This is an optimization exercise on Yosys and OpenROAD, whose aim is small area and a short achievable clock period, not a production implementation.
Where RTL was checked, it was by simulation tests only, not by an equivalence proof against the original.

==> inputs of 08-08 <==
==> flow/design.v <==
module PE (
    input  wire         Clock,
    input  wire         rst_n,
    input  wire         data_clear,
    input  wire         en_b_shift_bottom,
    input  wire         en_shift_right,
    input  wire         en_shift_bottom,
    input  wire [3:0]   step,        
    input  wire         busy,        
    input  wire         load,        
    input  wire         valid,       
    input  wire [15:0]  b_in,
    input  wire [15:0]  a_in,
    input  wire [15:0]  ps_in,
    output wire [15:0]  a_shift_to_right,
    output wire [15:0]  b_shift_to_bottom,
    output wire [15:0]  partial_sum_to_bottom
);
    reg [15:0] a_reg;
    reg [15:0] b_reg;
    reg [15:0] acc;
    reg [15:0] ps_reg;
    always @(posedge Clock)
        if (en_shift_right) a_reg <= a_in;
    always @(posedge Clock)
        if (en_b_shift_bottom) b_reg <= b_in;
    assign a_shift_to_right  = a_reg;
    assign b_shift_to_bottom = b_reg;
    wire [4:0] bsel = ({5{step[0]}} & b_reg[15:11])
                    | ({5{step[1]}} & b_reg[11:7])
                    | ({5{step[2]}} & b_reg[7:3])
                    | ({5{step[3]}} & {b_reg[3:0], 1'b0});
    wire [5:0] dnext = {bsel[4] & ~(bsel[3] & bsel[2]),                                    
                        (bsel[4] & ~bsel[3] & ~bsel[2]) | (~bsel[4] & bsel[3] & bsel[2]),  
                        bsel[3] ^ bsel[2],                                                 
                        bsel[2] & ~(bsel[1] & bsel[0]),                                    
                        (bsel[2] & ~bsel[1] & ~bsel[0]) | (~bsel[2] & bsel[1] & bsel[0]),  
                        bsel[1] ^ bsel[0]};                                                
    reg  [5:0] dq;
    always @(posedge Clock or negedge rst_n) begin
        if (!rst_n)
            dq <= 6'd0;
        else if (load | data_clear)
            dq <= 6'd0;
        else
            dq <= dnext & {6{valid}};
    end
    wire one_l = dq[0], two_l = dq[1], neg_l = dq[2];
    wire one_h = dq[3], two_h = dq[4], neg_h = dq[5];
    wire [15:0] a2  = {a_reg[14:0], 1'b0};
    wire [15:0] rl  = (({16{one_l}} & a_reg) | ({16{two_l}} & a2)) ^ {16{neg_l}};
    wire [15:0] rh  = (({16{one_h}} & a_reg) | ({16{two_h}} & a2)) ^ {16{neg_h}};
    wire [15:0] r0  = {acc[11:0], 1'b0, neg_h, 1'b0, neg_l};
    wire [15:0] r1  = rl;
    wire [15:0] r2  = {rh[13:0], 2'b00};
    wire [15:0] s2  = r0 ^ r1 ^ r2;
    wire [15:0] c2  = {(r0[14:0] & r1[14:0]) | (r0[14:0] & r2[14:0]) | (r1[14:0] & r2[14:0]), 1'b0};
    wire [15:0] acc_sum;
    add16_sk u_step_add (.a(s2), .b(c2), .s(acc_sum));
    always @(posedge Clock or negedge rst_n) begin
        if (!rst_n)
            acc <= 16'd0;
        else if (load | data_clear)
            acc <= 16'd0;
        else if (busy)
            acc <= acc_sum;
    end
    wire [15:0] ps_sum;
    add16_sk u_ps_add (.a(ps_in), .b(acc), .s(ps_sum));
    always @(posedge Clock or negedge rst_n) begin
        if (!rst_n)
            ps_reg <= 16'd0;
        else if (data_clear)
            ps_reg <= 16'd0;
        else if (en_shift_bottom)
            ps_reg <= ps_sum;
    end
    assign partial_sum_to_bottom = ps_reg;
endmodule
module add16_sk (input wire [15:0] a, input wire [15:0] b, output wire [15:0] s);
    wire [15:0] p0 = a ^ b;
    wire [15:0] g0 = a & b;
    wire g_0_1 = g0[1] | (p0[1] & g0[0]);
    wire g_0_3 = g0[3] | (p0[3] & g0[2]);
    wire p_0_3 = p0[3] & p0[2];
    wire g_0_5 = g0[5] | (p0[5] & g0[4]);
    wire p_0_5 = p0[5] & p0[4];
    wire g_0_7 = g0[7] | (p0[7] & g0[6]);
    wire p_0_7 = p0[7] & p0[6];
    wire g_0_9 = g0[9] | (p0[9] & g0[8]);
    wire p_0_9 = p0[9] & p0[8];
    wire g_0_11 = g0[11] | (p0[11] & g0[10]);
    wire p_0_11 = p0[11] & p0[10];
    wire g_0_13 = g0[13] | (p0[13] & g0[12]);
    wire p_0_13 = p0[13] & p0[12];
    wire g_0_15 = g0[15] | (p0[15] & g0[14]);
    wire p_0_15 = p0[15] & p0[14];
    wire g_1_2 = g0[2] | (p0[2] & g_0_1);
    wire g_1_3 = g_0_3 | (p_0_3 & g_0_1);
    wire g_1_6 = g0[6] | (p0[6] & g_0_5);
    wire p_1_6 = p0[6] & p_0_5;
    wire g_1_7 = g_0_7 | (p_0_7 & g_0_5);
    wire p_1_7 = p_0_7 & p_0_5;
    wire g_1_10 = g0[10] | (p0[10] & g_0_9);
    wire p_1_10 = p0[10] & p_0_9;
    wire g_1_11 = g_0_11 | (p_0_11 & g_0_9);
    wire p_1_11 = p_0_11 & p_0_9;
    wire g_1_14 = g0[14] | (p0[14] & g_0_13);
    wire p_1_14 = p0[14] & p_0_13;
    wire g_1_15 = g_0_15 | (p_0_15 & g_0_13);
    wire p_1_15 = p_0_15 & p_0_13;
    wire g_2_4 = g0[4] | (p0[4] & g_1_3);
    wire g_2_5 = g_0_5 | (p_0_5 & g_1_3);
    wire g_2_6 = g_1_6 | (p_1_6 & g_1_3);
    wire g_2_7 = g_1_7 | (p_1_7 & g_1_3);
    wire g_2_12 = g0[12] | (p0[12] & g_1_11);
    wire p_2_12 = p0[12] & p_1_11;
    wire g_2_13 = g_0_13 | (p_0_13 & g_1_11);
    wire p_2_13 = p_0_13 & p_1_11;
    wire g_2_14 = g_1_14 | (p_1_14 & g_1_11);
    wire p_2_14 = p_1_14 & p_1_11;
    wire g_2_15 = g_1_15 | (p_1_15 & g_1_11);
    wire p_2_15 = p_1_15 & p_1_11;
    wire g_3_8 = g0[8] | (p0[8] & g_2_7);
    wire g_3_9 = g_0_9 | (p_0_9 & g_2_7);
    wire g_3_10 = g_1_10 | (p_1_10 & g_2_7);
    wire g_3_11 = g_1_11 | (p_1_11 & g_2_7);
    wire g_3_12 = g_2_12 | (p_2_12 & g_2_7);
    wire g_3_13 = g_2_13 | (p_2_13 & g_2_7);
    wire g_3_14 = g_2_14 | (p_2_14 & g_2_7);
    wire g_3_15 = g_2_15 | (p_2_15 & g_2_7);
    assign s[0] = p0[0];
    assign s[1] = p0[1] ^ g0[0];
    assign s[2] = p0[2] ^ g_0_1;
    assign s[3] = p0[3] ^ g_1_2;
    assign s[4] = p0[4] ^ g_1_3;
    assign s[5] = p0[5] ^ g_2_4;
    assign s[6] = p0[6] ^ g_2_5;
    assign s[7] = p0[7] ^ g_2_6;
    assign s[8] = p0[8] ^ g_2_7;
    assign s[9] = p0[9] ^ g_3_8;
    assign s[10] = p0[10] ^ g_3_9;
    assign s[11] = p0[11] ^ g_3_10;
    assign s[12] = p0[12] ^ g_3_11;
    assign s[13] = p0[13] ^ g_3_12;
    assign s[14] = p0[14] ^ g_3_13;
    assign s[15] = p0[15] ^ g_3_14;
endmodule
`timescale 1ns / 1ps
module SystolicArray4x4 (
    input  wire         Clock,
    input  wire         rst_n,
    input  wire         data_clear,
    input  wire         en_b_shift_bottom,
    input  wire         en_shift_right,
    input  wire         en_shift_bottom,
    input  wire [63:0]  a_left_in_flat,
    input  wire [63:0]  b_top_in_flat,
    input  wire [63:0]  ps_top_in_flat,
    output wire [63:0]  ps_bottom_out_flat
);
    reg [3:0] nz_a;
    reg [3:0] nz_b;
    reg [3:0] step;
    reg       busy;
    wire [3:0] nz_a_next = data_clear ? 4'b0000 :
                           en_shift_right ? {nz_a[2:0], 1'b1} : nz_a;
    wire [3:0] nz_b_next = en_b_shift_bottom ? {nz_b[2:0], 1'b1} : nz_b;
    always @(posedge Clock or negedge rst_n) begin
        if (!rst_n) begin
            nz_a <= 4'b0000;
            nz_b <= 4'b0000;
        end else begin
            nz_a <= nz_a_next;
            nz_b <= nz_b_next;
        end
    end
    wire load = en_shift_right | en_b_shift_bottom;
    always @(posedge Clock or negedge rst_n) begin
        if (!rst_n) begin
            step <= 4'd0;
            busy <= 1'b0;
        end else if (load) begin
            step <= 4'b0001;
            busy <= 1'b0;
        end else begin
            step <= {step[2:0], 1'b0};
            busy <= |step;
        end
    end
    wire [15:0] a_wire  [0:3][0:3];
    wire [15:0] b_wire  [0:3][0:3];
    wire [15:0] ps_wire [0:3][0:3];
    genvar r, c;
    generate
        for (r = 0; r < 4; r = r + 1) begin : ROW_BLOCK
            for (c = 0; c < 4; c = c + 1) begin : COL_BLOCK
                wire [15:0] a_in  = (c == 0) ? a_left_in_flat[16*r +: 16] : a_wire[r][c-1];
                wire [15:0] b_in  = (r == 0) ? b_top_in_flat[16*c +: 16]  : b_wire[r-1][c];
                wire [15:0] ps_in = (r == 0) ? ps_top_in_flat[16*c +: 16] : ps_wire[r-1][c];
                PE u_pe (
                    .Clock                  (Clock),
                    .rst_n                  (rst_n),
                    .data_clear             (data_clear),
                    .en_b_shift_bottom      (en_b_shift_bottom),
                    .en_shift_right         (en_shift_right),
                    .en_shift_bottom        (en_shift_bottom),
                    .step                   (step),
                    .busy                   (busy),
                    .load                   (load),
                    .valid                  (nz_a[c] & nz_b[r]),
                    .b_in                   (b_in),
                    .a_in                   (a_in),
                    .ps_in                  (ps_in),
                    .a_shift_to_right       (a_wire[r][c]),
                    .b_shift_to_bottom      (b_wire[r][c]),
                    .partial_sum_to_bottom  (ps_wire[r][c])
                );
            end
        end
        for (c = 0; c < 4; c = c + 1) begin : OUT_MAP
            assign ps_bottom_out_flat[16*c +: 16] = ps_wire[3][c];
        end
    endgenerate
endmodule
==> flow/run.sh <==
#!/bin/bash
# synth_recipe.tcl (not shown) runs the flow's synth.tcl, then flattens the netlist and writes it again
# the make line also repeats each setting of config.mk as NAME=value (left out here)
make -C /OpenROAD-flow-scripts/flow DESIGN_CONFIG=/design/flow/config.mk WORK_HOME=/design/flow/orfs CLKGATE_MAP_FILE= SYNTH_SCRIPT=/design/flow/synth_recipe.tcl finish
==> flow/config.mk <==
export PLATFORM = sky130hd
export DESIGN_NAME = SystolicArray4x4
export DESIGN_NICKNAME = SystolicArray4x4
export VERILOG_FILES = /design/flow/design.v
export SDC_FILE = /design/flow/constraint.sdc
export NUM_CORES = 4
export LEC_CHECK = 0
export CAP_MARGIN = 20
export CORE_MARGIN = 2
export CORE_UTILIZATION = 40
export PLACE_DENSITY = 0.6
export SETUP_SLACK_MARGIN = 3.2
export SLEW_MARGIN = 20
==> flow/constraint.sdc <==
create_clock -name core_clock -period 5.8 [get_ports {Clock}]
set_input_delay 1.1600 -clock core_clock [delete_from_list [all_inputs] [get_ports {Clock}]]
set_output_delay 1.1600 -clock core_clock [all_outputs]
set_load 0.01 [all_outputs]
==> 05-20: changes against 08-08 <==
==> flow/design.v, changed modules only <==
module PE (
    input  wire         Clock,
    input  wire         rst_n,
    input  wire         data_clear,
    input  wire         en_b_shift_bottom,
    input  wire         en_shift_right,
    input  wire         en_shift_bottom,
    input  wire [3:0]   step,        
    input  wire         busy,        
    input  wire         load,        
    input  wire         valid,       
    input  wire [15:0]  b_in,
    input  wire [15:0]  a_in,
    input  wire [15:0]  ps_in,
    output wire [15:0]  a_shift_to_right,
    output wire [15:0]  b_shift_to_bottom,
    output wire [15:0]  partial_sum_to_bottom
);
    reg [15:0] a_reg;
    reg [15:0] b_reg;
    reg [15:0] acc;
    reg [15:0] ps_reg;
    always @(posedge Clock)
        if (en_shift_right) a_reg <= a_in;
    always @(posedge Clock)
        if (en_b_shift_bottom) b_reg <= b_in;
    assign a_shift_to_right  = a_reg;
    assign b_shift_to_bottom = b_reg;
    wire [4:0] bsel = ({5{step[0]}} & b_reg[15:11])
                    | ({5{step[1]}} & b_reg[11:7])
                    | ({5{step[2]}} & b_reg[7:3])
                    | ({5{step[3]}} & {b_reg[3:0], 1'b0});
    wire [5:0] dnext = {bsel[4] & ~(bsel[3] & bsel[2]),                                    
                        (bsel[4] & ~bsel[3] & ~bsel[2]) | (~bsel[4] & bsel[3] & bsel[2]),  
                        bsel[3] ^ bsel[2],                                                 
                        bsel[2] & ~(bsel[1] & bsel[0]),                                    
                        (bsel[2] & ~bsel[1] & ~bsel[0]) | (~bsel[2] & bsel[1] & bsel[0]),  
                        bsel[1] ^ bsel[0]};                                                
    reg  [5:0] dq;
    always @(posedge Clock or negedge rst_n) begin
        if (!rst_n)
            dq <= 6'd0;
        else if (load | data_clear)
            dq <= 6'd0;
        else
            dq <= dnext & {6{valid}};
    end
    wire one_l = dq[0], two_l = dq[1], neg_l = dq[2];
    wire one_h = dq[3], two_h = dq[4], neg_h = dq[5];
    wire [15:0] a2  = {a_reg[14:0], 1'b0};
    wire [15:0] rl  = (({16{one_l}} & a_reg) | ({16{two_l}} & a2)) ^ {16{neg_l}};
    wire [15:0] rh  = (({16{one_h}} & a_reg) | ({16{two_h}} & a2)) ^ {16{neg_h}};
    wire [15:0] r0  = {acc[11:0], 1'b0, neg_h, 1'b0, neg_l};
    wire [15:0] r1  = rl;
    wire [15:0] r2  = {rh[13:0], 2'b00};
    wire [15:0] s2  = r0 ^ r1 ^ r2;
    wire [15:0] c2  = {(r0[14:0] & r1[14:0]) | (r0[14:0] & r2[14:0]) | (r1[14:0] & r2[14:0]), 1'b0};
    wire [15:0] acc_sum;
    assign acc_sum = s2 + c2;
    always @(posedge Clock or negedge rst_n) begin
        if (!rst_n)
            acc <= 16'd0;
        else if (load | data_clear)
            acc <= 16'd0;
        else if (busy)
            acc <= acc_sum;
    end
    wire [15:0] ps_sum;
    assign ps_sum = ps_in + acc;
    always @(posedge Clock or negedge rst_n) begin
        if (!rst_n)
            ps_reg <= 16'd0;
        else if (data_clear)
            ps_reg <= 16'd0;
        else if (en_shift_bottom)
            ps_reg <= ps_sum;
    end
    assign partial_sum_to_bottom = ps_reg;
endmodule
// module add16_sk removed
--- a/flow/config.mk
+++ b/flow/config.mk
@@ -10,4 +10,4 @@
 export CORE_UTILIZATION = 40
 export PLACE_DENSITY = 0.6
-export SETUP_SLACK_MARGIN = 3.2
+export SETUP_SLACK_MARGIN = 2.8
 export SLEW_MARGIN = 20
==> notes <==
First-iteration DRC count: 05-20 is higher than 08-08 (13%). Against 05-20, the worst setup slack of 08-08 is lower by 0.30 ns. 08-08 went through all stages and came out clean. 05-20 ran to the end with no violations. In flip-flop and latch count, 08-08 and 05-20 do not differ. In sequential share of layout area, 05-20 and 08-08 hardly differ.
For 08-08, only the layout was checked, not whether the RTL still works.

## what the ideal ports hide
How much do the figures lean on ideal ports? The routed layouts below were timed once more, with nothing changed but the port constraints. Step 1 assumes that a clkbuf_16 drives the clock port and a buf_2 every other input. Step 2, shift: input delay + t, output delay - t, t = (earliest + latest rising clock arrival at the registers) / 2. This alone moves slack from input paths to output paths. a / b / c = no drivers / after step 1 / after step 2; a / b = the first two.
run | shift t [ns] | setup WS [ns] | worst setup path after step 2 | latest minus earliest clock arrival (ns)
08-08 | 0.883 | 2.282 / 2.282 / 2.082 | input to register | 0.081 / 0.081
05-20 | 0.875 | 2.582 / 2.582 / 1.923 | input to register | 0.037 / 0.037
After both steps every run listed still meets setup and hold. For 05-20, which loses most, drivers alone change the setup slack by 0.000 ns; drivers and shift together by -0.659 ns.
